Context: an optimization exercise on an open-source flow, tuned for small area. The choices shown serve that exercise and are no tape-out recipe.
Only simulation tests tie the RTL to the original design; equivalence was not proved.
The clock port is modelled as an ideal driver; clocking choices that lean on that would not hold on a real chip.

==> run H <==
==> flow/design.v <==
module calendar_clock (
    input         clk,
    input         rst_n,
    input         tick,
    input         adj_min,
    input         adj_hr,
    input         day_add,
    input         month_add,
    input         year_add,
    input         set_min,
    input         set_hr,
    input         bell_en,
    output [7:0]  hour,
    output [7:0]  minute,
    output [7:0]  second,
    output [7:0]  day,
    output [7:0]  month,
    output [15:0] year,
    output        leap,
    output [2:0]  weekday,
    output        pulse_day,
    output [7:0]  alarm_hr,
    output [7:0]  alarm_min,
    output        alarm,
    output        chime
);
    function [3:0] inc10(input [3:0] u);
        inc10 = {u[3] ^ (u[0] & (u[3] | (u[1] & u[2]))),
                 u[2] ^ (u[0] & u[1]),
                 u[1] ^ (u[0] & ~u[3]),
                 ~u[0]};
    endfunction
    function [2:0] inc6(input [2:0] t);
        inc6 = {t[2] ^ (t[0] & (t[1] | t[2])),
                t[1] ^ (t[0] & ~t[2]),
                ~t[0]};
    endfunction
    function is9(input [3:0] u);
        is9 = u[3] & u[0];
    endfunction
    function is5(input [2:0] t);
        is5 = t[2] & t[0];
    endfunction
    reg [2:0] s_t, m_t, am_t;
    reg [3:0] s_u, m_u, am_u;
    reg [1:0] h_t, ah_t, d_t;
    reg [3:0] h_u, ah_u, d_u;
    reg [3:0] mo;                  
    reg [3:0] y3, y2, y1, y0;      
    wire s59   = is5(s_t) & is9(s_u);
    wire m59   = is5(m_t) & is9(m_u);
    wire h23   = h_t[1] & h_u[1] & h_u[0];
    wire ah23  = ah_t[1] & ah_u[1] & ah_u[0];
    assign pulse_day = h23 & m59 & s59;
    wire feb  = ~mo[3] & ~mo[2] & mo[1] & ~mo[0];
    wire l31  = mo[3] ^ mo[0];
    wire l30  = ~l31 & ~feb;
    wire l29  = feb & leap;
    wire l28  = feb & ~leap;
    wire dt3  = d_t[1] & d_t[0];
    wire dt2  = d_t[1] & ~d_t[0];
    wire day_ge = dt3 ? (~l31 | d_u[0]) : (dt2 & (l29 ? is9(d_u) : l28 & d_u[3]));
    wire day_eq = (l31 & dt3 & d_u[0]) | (l30 & dt3 & ~d_u[0]) |
                  (l29 & dt2 & is9(d_u)) | (l28 & dt2 & d_u[3] & ~d_u[0]);
    wire pulse_month = pulse_day & day_eq;
    wire pulse_year  = pulse_month & mo[3] & mo[2];
    wire y9999 = is9(y3) & is9(y2) & is9(y1) & is9(y0);
    wire en_min = tick & (adj_min | s59);
    wire en_hr  = tick & (adj_hr | (m59 & s59));
    wire en_day = tick & (pulse_day | day_add);
    wire en_mon = tick & (pulse_month | month_add);
    wire en_yr  = tick & (pulse_year | year_add);
    always @(posedge clk or negedge rst_n) begin
        if (!rst_n) begin
            s_t <= 3'd0; s_u <= 4'd0;
            m_t <= 3'd0; m_u <= 4'd0;
            h_t <= 2'd0; h_u <= 4'd0;
            am_t <= 3'd0; am_u <= 4'd0;
            ah_t <= 2'd0; ah_u <= 4'd0;
            d_t <= 2'd1; d_u <= 4'd2;
            mo  <= 4'd12;
            y3 <= 4'd2; y2 <= 4'd0; y1 <= 4'd2; y0 <= 4'd3;
        end else begin
            if (tick) begin
                s_u <= inc10(s_u);
                if (is9(s_u)) s_t <= inc6(s_t);
            end
            if (en_min) begin
                m_u <= inc10(m_u);
                if (is9(m_u)) m_t <= inc6(m_t);
            end
            if (en_hr) begin
                if (h23) begin
                    h_t <= 2'd0; h_u <= 4'd0;
                end else begin
                    h_u <= inc10(h_u);
                    if (is9(h_u)) h_t <= h_t + 2'd1;
                end
            end
            if (tick & set_min) begin
                am_u <= inc10(am_u);
                if (is9(am_u)) am_t <= inc6(am_t);
            end
            if (tick & set_hr) begin
                if (ah23) begin
                    ah_t <= 2'd0; ah_u <= 4'd0;
                end else begin
                    ah_u <= inc10(ah_u);
                    if (is9(ah_u)) ah_t <= ah_t + 2'd1;
                end
            end
            if (en_day) begin
                if (day_ge) begin
                    d_t <= 2'd0; d_u <= 4'd1;
                end else begin
                    d_u <= inc10(d_u);
                    if (is9(d_u)) d_t <= d_t + 2'd1;
                end
            end
            if (en_mon)
                mo <= (mo[3] & mo[2]) ? 4'd1 : mo + 4'd1;
            if (en_yr) begin
                y0 <= y9999 ? 4'd1 : inc10(y0);
                if (is9(y0)) y1 <= inc10(y1);
                if (is9(y0) & is9(y1)) y2 <= inc10(y2);
                if (is9(y0) & is9(y1) & is9(y2)) y3 <= inc10(y3);
            end
        end
    end
    assign second    = {1'b0, s_t, s_u};
    assign minute    = {1'b0, m_t, m_u};
    assign hour      = {2'b0, h_t, h_u};
    assign alarm_min = {1'b0, am_t, am_u};
    assign alarm_hr  = {2'b0, ah_t, ah_u};
    assign day       = {2'b0, d_t, d_u};
    wire mo_ten = mo[3] & (mo[2] | mo[1]);
    assign month     = {3'b0, mo_ten, mo[3] & ~mo_ten, mo[2] & ~mo_ten,
                        mo_ten ? mo[2] : mo[1], mo[0]};
    assign year      = {y3, y2, y1, y0};
    wire k4 = ~y0[0] & (y0[1] ~^ y1[0]);      
    wire j4 = ~y2[0] & (y2[1] ~^ y3[0]);      
    wire kz = (y1 == 4'd0) & (y0 == 4'd0);
    assign leap = k4 & (~kz | j4);
    assign alarm = bell_en & (alarm_hr == hour) & (alarm_min == minute);
    assign chime = m59 & is5(s_t) & s_u[0] & (s_u[3] | (s_u[2] & ~s_u[1]));
    reg [2:0] wd;
    assign weekday = wd;
    wire [2:0] dd = ~en_day ? 3'd0 :
                    ~day_ge ? 3'd1 :
                    d_t[0] ? {1'b1, ~d_u[0], d_u[0]} : {2'b00, ~d_u[0]};
    wire y99   = is9(y1) & is9(y0);
    wire k3    = y0[0] & (y0[1] ^ y1[0]);           
    wire j3    = y2[0] & (y2[1] ^ y3[0]);           
    wire leap1 = k3 & (~y99 | j3);
    wire lnew  = en_yr ? (leap1 & ~y9999) : leap;
    wire janfeb = ~mo[3] & ~mo[2] & ~(mo[1] & mo[0]);
    wire dec   = mo[3] & mo[2];
    wire [1:0] dm = ~en_mon ? 2'd0 :
                    feb ? {1'b0, lnew} :
                    dec ? {~lnew, lnew} :
                    l31 ? 2'd3 : 2'd2;
    wire [1:0] dy = ~en_yr ? 2'd0 :
                    y9999 ? 2'd3 :
                    {janfeb ? leap : leap1, ~(janfeb ? leap : leap1)};
    wire [4:0] wsum = wd + dd + dm + dy;
    wire [3:0] wf1  = wsum[4:3] + wsum[2:0];
    wire [2:0] wf2  = wf1[3] + wf1[2:0];
    wire [2:0] wd_next = (wf2 == 3'd7) ? 3'd0 : wf2;
    always @(posedge clk or negedge rst_n)
        if (!rst_n) wd <= 3'd2;         
        else        wd <= wd_next;
endmodule
==> flow/flow/run.sh <==
#!/bin/bash
# Own flow: the standard synthesis; then the combinational logic between the
# (unchanged) registers is re-mapped by ABC for area with a few scripts, and
# the smallest result that is proven equal to the standard netlist is kept;
# then the standard layout, with port buffers of the smallest buffer cell
# and, if flow/cts_args.txt exists, those clock tree options.
set -euo pipefail
W=$(pwd)
F=$W/flow
R=$W/orfs/results/$FLOW_PLATFORM/calendar_clock/base
LIB=$FLOW_HOME/platforms/$FLOW_PLATFORM/lib/sky130_fd_sc_hd__tt_025C_1v80.lib
export BUFFER_PORTS_ARGS="-buffer_cell sky130_fd_sc_hd__buf_1"
if [[ -f $F/cts_args.txt ]]; then
  export CTS_ARGS="$(cat $F/cts_args.txt)"
fi

bash standard.sh synth > $W/standard_synth.log 2>&1
cp $R/1_2_yosys.v $W/synth_standard.v

DU=$(sed -n '/DONT_USE_CELLS/,/^$/p' $FLOW_HOME/platforms/$FLOW_PLATFORM/config.mk | grep -o 'sky130_fd_sc_hd__[a-z0-9_]*' | sed 's/^/-dont_use /' | tr '\n' ' ')

remap() {   # remap N: re-map with flow/remapN.abc into synth_remapN.v
  local n=$1
  cat > $W/remap$n.ys <<EOY
read_liberty -ignore_miss_func $LIB
read_verilog $W/synth_standard.v
hierarchy -top $FLOW_TOP
blackbox sky130_fd_sc_hd__df*
flatten
rename -hide w:* i:* o:* %u %d
opt_clean
abc -liberty $LIB -script $F/remap$n.abc $DU
opt_clean -purge
hilomap -hicell sky130_fd_sc_hd__conb_1 HI -locell sky130_fd_sc_hd__conb_1 LO
splitnets
opt_clean -purge
hierarchy -top $FLOW_TOP
tee -o $W/remap${n}_stat.txt stat -liberty $LIB
write_verilog -noattr -nohex -nodec $W/synth_remap$n.v
EOY
  yosys -s $W/remap$n.ys > $W/remap$n.log 2>&1 || true
}

equal() {   # equal FILE: prove FILE equal to the standard netlist
  local n=$1
  cat > $W/remap${n}_eq.ys <<EOY
read_liberty -ignore_miss_func $LIB
read_verilog $W/synth_standard.v
rename $FLOW_TOP gold
read_verilog $W/synth_remap$n.v
rename $FLOW_TOP gate
flatten gold gate
rename -hide gold/w:* gold/i:* gold/o:* %u %d
rename -hide gate/w:* gate/i:* gate/o:* %u %d
opt_clean
async2sync
equiv_make gold gate eq
hierarchy -top eq
equiv_simple -seq 2
equiv_induct -seq 2
equiv_status -assert
EOY
  yosys -s $W/remap${n}_eq.ys > $W/remap${n}_eq.log 2>&1
}

N=$(ls $F/remap*.abc | wc -l)
export -f remap
export W F LIB DU FLOW_TOP
seq 1 $N | xargs -P ${NUM_CORES:-4} -I{} bash -c 'remap {}'
: > $W/remap_choice.txt
for n in $(seq 1 $N); do
  a=$(grep -s 'Chip area' $W/remap${n}_stat.txt | awk '{print $NF}' || true)
  [[ -n "$a" && -f $W/synth_remap$n.v ]] && echo "$a $n" >> $W/remap_choice.txt
done
chosen=""
for n in $(sort -g $W/remap_choice.txt | awk '{print $2}'); do
  if equal $n; then chosen=$n; break; fi
done
if [[ -n "$chosen" ]]; then
  echo "chosen: remap$chosen" >> $W/remap_choice.txt
  cp $W/synth_remap$chosen.v $R/1_2_yosys.v
  touch $R/1_2_yosys.v
else
  echo "none proven equal; keeping the standard netlist" >> $W/remap_choice.txt
fi

bash standard.sh > $W/standard_layout.log 2>&1
==> flow/flow/cts_args.txt <==
-sink_clustering_enable -repair_clock_nets -dont_use_dummy_load -sink_clustering_size 16 -sink_clustering_max_diameter 300 -buf_list {sky130_fd_sc_hd__clkbuf_2 sky130_fd_sc_hd__clkbuf_4}
==> flow/flow/remap1.abc <==
strash
&get -n
&deepsyn -S 0 -T 20
&put
dch -f
amap
mfs3 -a
strash
&get -n
&deepsyn -S 0 -T 20
&put
dch -f
amap
==> flow/flow/remap10.abc <==
strash
&get -n
&deepsyn -S 9 -T 20
&put
dch -f
amap
mfs3 -a
strash
&get -n
&deepsyn -S 9 -T 20
&put
dch -f
amap
==> flow/flow/remap11.abc <==
strash
&get -n
&deepsyn -S 10 -T 20
&put
dch -f
amap
mfs3 -a
strash
&get -n
&deepsyn -S 10 -T 20
&put
dch -f
amap
==> flow/flow/remap12.abc <==
strash
&get -n
&deepsyn -S 11 -T 20
&put
dch -f
amap
mfs3 -a
strash
&get -n
&deepsyn -S 11 -T 20
&put
dch -f
amap
==> flow/flow/remap2.abc <==
strash
&get -n
&deepsyn -S 1 -T 20
&put
dch -f
amap
mfs3 -a
strash
&get -n
&deepsyn -S 1 -T 20
&put
dch -f
amap
==> flow/flow/remap3.abc <==
strash
&get -n
&deepsyn -S 2 -T 20
&put
dch -f
amap
mfs3 -a
strash
&get -n
&deepsyn -S 2 -T 20
&put
dch -f
amap
==> flow/flow/remap4.abc <==
strash
&get -n
&deepsyn -S 3 -T 20
&put
dch -f
amap
mfs3 -a
strash
&get -n
&deepsyn -S 3 -T 20
&put
dch -f
amap
==> flow/flow/remap5.abc <==
strash
&get -n
&deepsyn -S 4 -T 20
&put
dch -f
amap
mfs3 -a
strash
&get -n
&deepsyn -S 4 -T 20
&put
dch -f
amap
==> flow/flow/remap6.abc <==
strash
&get -n
&deepsyn -S 5 -T 20
&put
dch -f
amap
mfs3 -a
strash
&get -n
&deepsyn -S 5 -T 20
&put
dch -f
amap
==> flow/flow/remap7.abc <==
strash
&get -n
&deepsyn -S 6 -T 20
&put
dch -f
amap
mfs3 -a
strash
&get -n
&deepsyn -S 6 -T 20
&put
dch -f
amap
==> flow/flow/remap8.abc <==
strash
&get -n
&deepsyn -S 7 -T 20
&put
dch -f
amap
mfs3 -a
strash
&get -n
&deepsyn -S 7 -T 20
&put
dch -f
amap
==> flow/flow/remap9.abc <==
strash
&get -n
&deepsyn -S 8 -T 20
&put
dch -f
amap
mfs3 -a
strash
&get -n
&deepsyn -S 8 -T 20
&put
dch -f
amap
==> flow/standard.sh <==
#!/bin/bash
# synth_recipe.tcl (not shown) runs the flow's synth.tcl, then flattens the netlist and writes it again
# the make line also repeats each setting of config.mk as NAME=value (left out here)
make -C /OpenROAD-flow-scripts/flow DESIGN_CONFIG=/design/flow/config.mk WORK_HOME=/design/flow/orfs CLKGATE_MAP_FILE= SYNTH_SCRIPT=/design/flow/synth_recipe.tcl "${@:-finish}"
==> flow/config.mk <==
export PLATFORM = sky130hd
export DESIGN_NAME = calendar_clock
export DESIGN_NICKNAME = calendar_clock
export VERILOG_FILES = /design/flow/design.v
export SDC_FILE = /design/flow/constraint.sdc
export NUM_CORES = 4
export LEC_CHECK = 0
export ABC_AREA = 1
export CAP_MARGIN = 20
export CORE_MARGIN = 2
export CORE_UTILIZATION = 40
export CTS_BUF_LIST = sky130_fd_sc_hd__clkbuf_2 sky130_fd_sc_hd__clkbuf_4
export PLACE_DENSITY = 0.6
export SLEW_MARGIN = 20
==> flow/constraint.sdc <==
create_clock -name core_clock -period 24.0 [get_ports {clk}]
set_input_delay 4.8000 -clock core_clock [delete_from_list [all_inputs] [get_ports {clk}]]
set_output_delay 4.8000 -clock core_clock [all_outputs]
set_load 0.01 [all_outputs]
==> run C: changes against run H <==
==> flow/flow/run.sh (replaced) <==
#!/bin/bash
# Own flow: the standard synthesis, then the combinational logic between the
# (unchanged) registers is re-mapped by ABC for area, then the standard
# layout, with the port buffers made from the smallest buffer cell.
set -euo pipefail
W=$(pwd)
F=$W/flow
R=$W/orfs/results/$FLOW_PLATFORM/calendar_clock/base
LIB=$FLOW_HOME/platforms/$FLOW_PLATFORM/lib/sky130_fd_sc_hd__tt_025C_1v80.lib
export BUFFER_PORTS_ARGS="-buffer_cell sky130_fd_sc_hd__buf_1"

bash standard.sh synth > $W/standard_synth.log 2>&1

cp $R/1_2_yosys.v $W/synth_standard.v
DU=$(sed -n '/DONT_USE_CELLS/,/^$/p' $FLOW_HOME/platforms/$FLOW_PLATFORM/config.mk | grep -o 'sky130_fd_sc_hd__[a-z0-9_]*' | sed 's/^/-dont_use /' | tr '\n' ' ')
cat > $W/remap.ys <<EOY
read_liberty -ignore_miss_func $LIB
read_verilog $W/synth_standard.v
hierarchy -top $FLOW_TOP
blackbox sky130_fd_sc_hd__df*
flatten
rename -hide w:* i:* o:* %u %d
opt_clean
tee -o $W/remap_stat_before.txt stat -liberty $LIB
abc -liberty $LIB -script $F/remap.abc $DU
opt_clean -purge
hilomap -hicell sky130_fd_sc_hd__conb_1 HI -locell sky130_fd_sc_hd__conb_1 LO
splitnets
opt_clean -purge
hierarchy -top $FLOW_TOP
tee -o $W/remap_stat_after.txt stat -liberty $LIB
write_verilog -noattr -nohex -nodec $W/synth_remap.v
EOY
yosys -s $W/remap.ys > $W/remap.log 2>&1

# Prove the re-mapped netlist equal to the standard one (same registers,
# internal nets hidden); keep the standard netlist if the proof fails.
cat > $W/remap_eq.ys <<EOY
read_liberty -ignore_miss_func $LIB
read_verilog $W/synth_standard.v
rename $FLOW_TOP gold
read_verilog $W/synth_remap.v
rename $FLOW_TOP gate
flatten gold gate
rename -hide gold/w:* gold/i:* gold/o:* %u %d
rename -hide gate/w:* gate/i:* gate/o:* %u %d
opt_clean
async2sync
equiv_make gold gate eq
hierarchy -top eq
equiv_simple -seq 2
equiv_induct -seq 2
equiv_status -assert
EOY
if yosys -s $W/remap_eq.ys > $W/remap_eq.log 2>&1; then
  cp $W/synth_remap.v $R/1_2_yosys.v
  touch $R/1_2_yosys.v
else
  echo "re-mapped netlist not proven equal; keeping the standard netlist" >> $W/remap_eq.log
fi

bash standard.sh > $W/standard_layout.log 2>&1
==> flow/flow/remap.abc (new file) <==
strash
&get -n
&deepsyn -T 30
&put
dch -f
amap
CTS_CLUSTER_DIAMETER = 100   (was not set)
CTS_CLUSTER_SIZE = 30   (was not set)
removed: flow/flow/cts_args.txt
removed: flow/flow/remap1.abc
removed: flow/flow/remap10.abc
removed: flow/flow/remap11.abc
removed: flow/flow/remap12.abc
removed: flow/flow/remap2.abc
removed: flow/flow/remap3.abc
removed: flow/flow/remap4.abc
removed: flow/flow/remap5.abc
removed: flow/flow/remap6.abc
removed: flow/flow/remap7.abc
removed: flow/flow/remap8.abc
removed: flow/flow/remap9.abc
==> run M: changes against run H <==
--- a/flow/flow/run.sh
+++ b/flow/flow/run.sh
@@ -12,2 +12,4 @@
 export BUFFER_PORTS_ARGS="-buffer_cell sky130_fd_sc_hd__buf_1"
+[[ -f $F/pre_cts.tcl ]] && export PRE_CTS_TCL=$F/pre_cts.tcl
+[[ -f $F/post_cts.tcl ]] && export POST_CTS_TCL=$F/post_cts.tcl
 if [[ -f $F/cts_args.txt ]]; then
==> flow/flow/cts_args.txt (replaced) <==
-sink_clustering_enable -repair_clock_nets -dont_use_dummy_load -sink_clustering_size 32 -sink_clustering_max_diameter 400 -buf_list {sky130_fd_sc_hd__clkbuf_4 sky130_fd_sc_hd__clkbuf_8}
==> flow/flow/post_cts.tcl (new file) <==
set_max_fanout 100000 [current_design]
==> flow/flow/pre_cts.tcl (new file) <==
set_max_fanout 32 [current_design]
==> flow/flow/remap1.abc (replaced) <==
strash
&get -n
&deepsyn -S 1 -T 20
&put
dch -f
amap
mfs3 -a
strash
&get -n
&deepsyn -S 21 -T 20
&put
dch -f
amap
==> flow/flow/remap2.abc (replaced) <==
strash
&get -n
&deepsyn -S 2 -T 20
&put
dch -f
amap
mfs3 -a
strash
&get -n
&deepsyn -S 22 -T 20
&put
dch -f
amap
==> flow/flow/remap3.abc (replaced) <==
strash
&get -n
&deepsyn -S 3 -T 20
&put
dch -f
amap
mfs3 -a
strash
&get -n
&deepsyn -S 23 -T 20
&put
dch -f
amap
==> flow/flow/remap4.abc (replaced) <==
strash
&get -n
&deepsyn -S 4 -T 20
&put
dch -f
amap
mfs3 -a
strash
&get -n
&deepsyn -S 24 -T 20
&put
dch -f
amap
==> flow/flow/remap5.abc (replaced) <==
strash
&get -n
&deepsyn -S 5 -T 40
&put
dch -f
amap
mfs3 -a
strash
&get -n
&deepsyn -S 25 -T 20
&put
dch -f
amap
==> flow/flow/remap6.abc (replaced) <==
strash
&get -n
&deepsyn -S 6 -T 40
&put
dch -f
amap
mfs3 -a
strash
&get -n
&deepsyn -S 26 -T 20
&put
dch -f
amap
==> flow/flow/remap7.abc (replaced) <==
strash
&get -n
&deepsyn -S 7 -T 40
&put
dch -f
amap
mfs3 -a
strash
&get -n
&deepsyn -S 27 -T 20
&put
dch -f
amap
==> flow/flow/remap8.abc (replaced) <==
strash
&get -n
&deepsyn -S 8 -T 40
&put
dch -f
amap
mfs3 -a
strash
&get -n
&deepsyn -S 28 -T 20
&put
dch -f
amap
removed: flow/flow/remap10.abc
removed: flow/flow/remap11.abc
removed: flow/flow/remap12.abc
removed: flow/flow/remap9.abc
==> flow_summary.ini <==
[global_route]
grt_pass1_wl_mm = 12.9
met3_usage_pct = 4.67

[timing]
worst_slew_pin_slew_ns = 0.795
fin_crit_sh_pct = 43.8
fin_skew_ns = 0.0164

[run_status]
status = finished clean

[final_layout]
design_area_um2 = 3760
nClkBuffers = 13
multi_input_area_share_pct = 37.4
nonClkBufAreaFrac_pct = 7.91
stdcell_count = 609

[clocking]
cts_buffer_depth = 2

[power]
p_int_mw = 0.270

[placement]
globalplace.congestion = 0.886

[routing]
m1WireLength_mm = 3.94

[min_path]
hold_end = d_t[0]

[worst_setup_path]
r2r_start = m_t[2]

[floorplan]
coreArea_um2 = 7730
The numbers above come from run C.

==> flow_summary.ini <==
[final_layout]
nClkBuffers = 9
design_area_um2 = 3620

[worst_setup_path]
r2r_start = y3[0]
arrival_ns = 5.83

[timing]
worst_slew_pin_slew_ns = 0.802

[floorplan]
coreArea_um2 = 7650

[placement]
globalplace.congestion = 0.872

[global_route]
met3_usage_pct = 3.58
grt_pass1_wl_mm = 12.3

[routing]
m1WireLength_mm = 3.68

[min_path]
hold_end = y1[2]

[run_status]
status = finished clean

[power]
p_int_mw = 0.250

[synthesis]
syn-mean-instance-area_um2 = 8.05
The numbers above come from run H.

==> flow_summary.ini <==
[placement]
globalplace.congestion = 0.829

[power]
seqPwrFrac_pct = 42.9
p_int_mw = 0.262
swShare_pct = 45.6

[timing]
fin_crit_sh_pct = 44.2
fin_skew_ns = 0.0137

[final_layout]
design_area_um2 = 3710
nClkBuffers = 9
multi_input_area_share_pct = 37.8
nonClkBufAreaFrac_pct = 8.02

[run_status]
status = finished clean

[worst_setup_path]
r2r_start = y3[0]
critPathSlowestCell = or4_1

[min_path]
hold_end = s_u[1]

[global_route]
met3_usage_pct = 3.66
The numbers above come from run M.

## static timing again, ports no longer ideal
The flow's constraints put no driver on any port. The routed layouts listed below were extracted and timed again, unchanged, in two steps. Step 1 (the two cells are an assumption about what drives the block):
set clk [get_ports {clk}]
set_driving_cell -lib_cell sky130_fd_sc_hd__clkbuf_16 $clk
set_driving_cell -lib_cell sky130_fd_sc_hd__buf_2 [delete_from_list [all_inputs] $clk]
Step 2 moves the port delays by t, midway between the first and last clock arrival at a register: inputs arrive t later, outputs are due t later. That takes back most of the time a late clock gives input paths. Three values: no drivers, after step 1, after step 2; two values: the first two.
| run | t (ns) | slack for setup (ns) | hold WS [ns] | pins driven straight from the clock port |
|---|---|---|---|---|
| run H | 0.410 | 13.371 / 13.347 / 13.347 | 0.497 / 0.497 / 0.497 | 1 |
| run C | 0.401 | 13.480 / 13.457 / 13.457 | 0.507 / 0.507 / 0.507 | 1 |
| run M | 0.360 | 13.390 / 13.367 / 13.367 | 0.519 / 0.519 / 0.519 | 1 |
After both steps every run listed still meets setup and hold. For run H, which loses most, drivers alone change the setup slack by -0.024 ns; drivers and shift together by -0.024 ns.
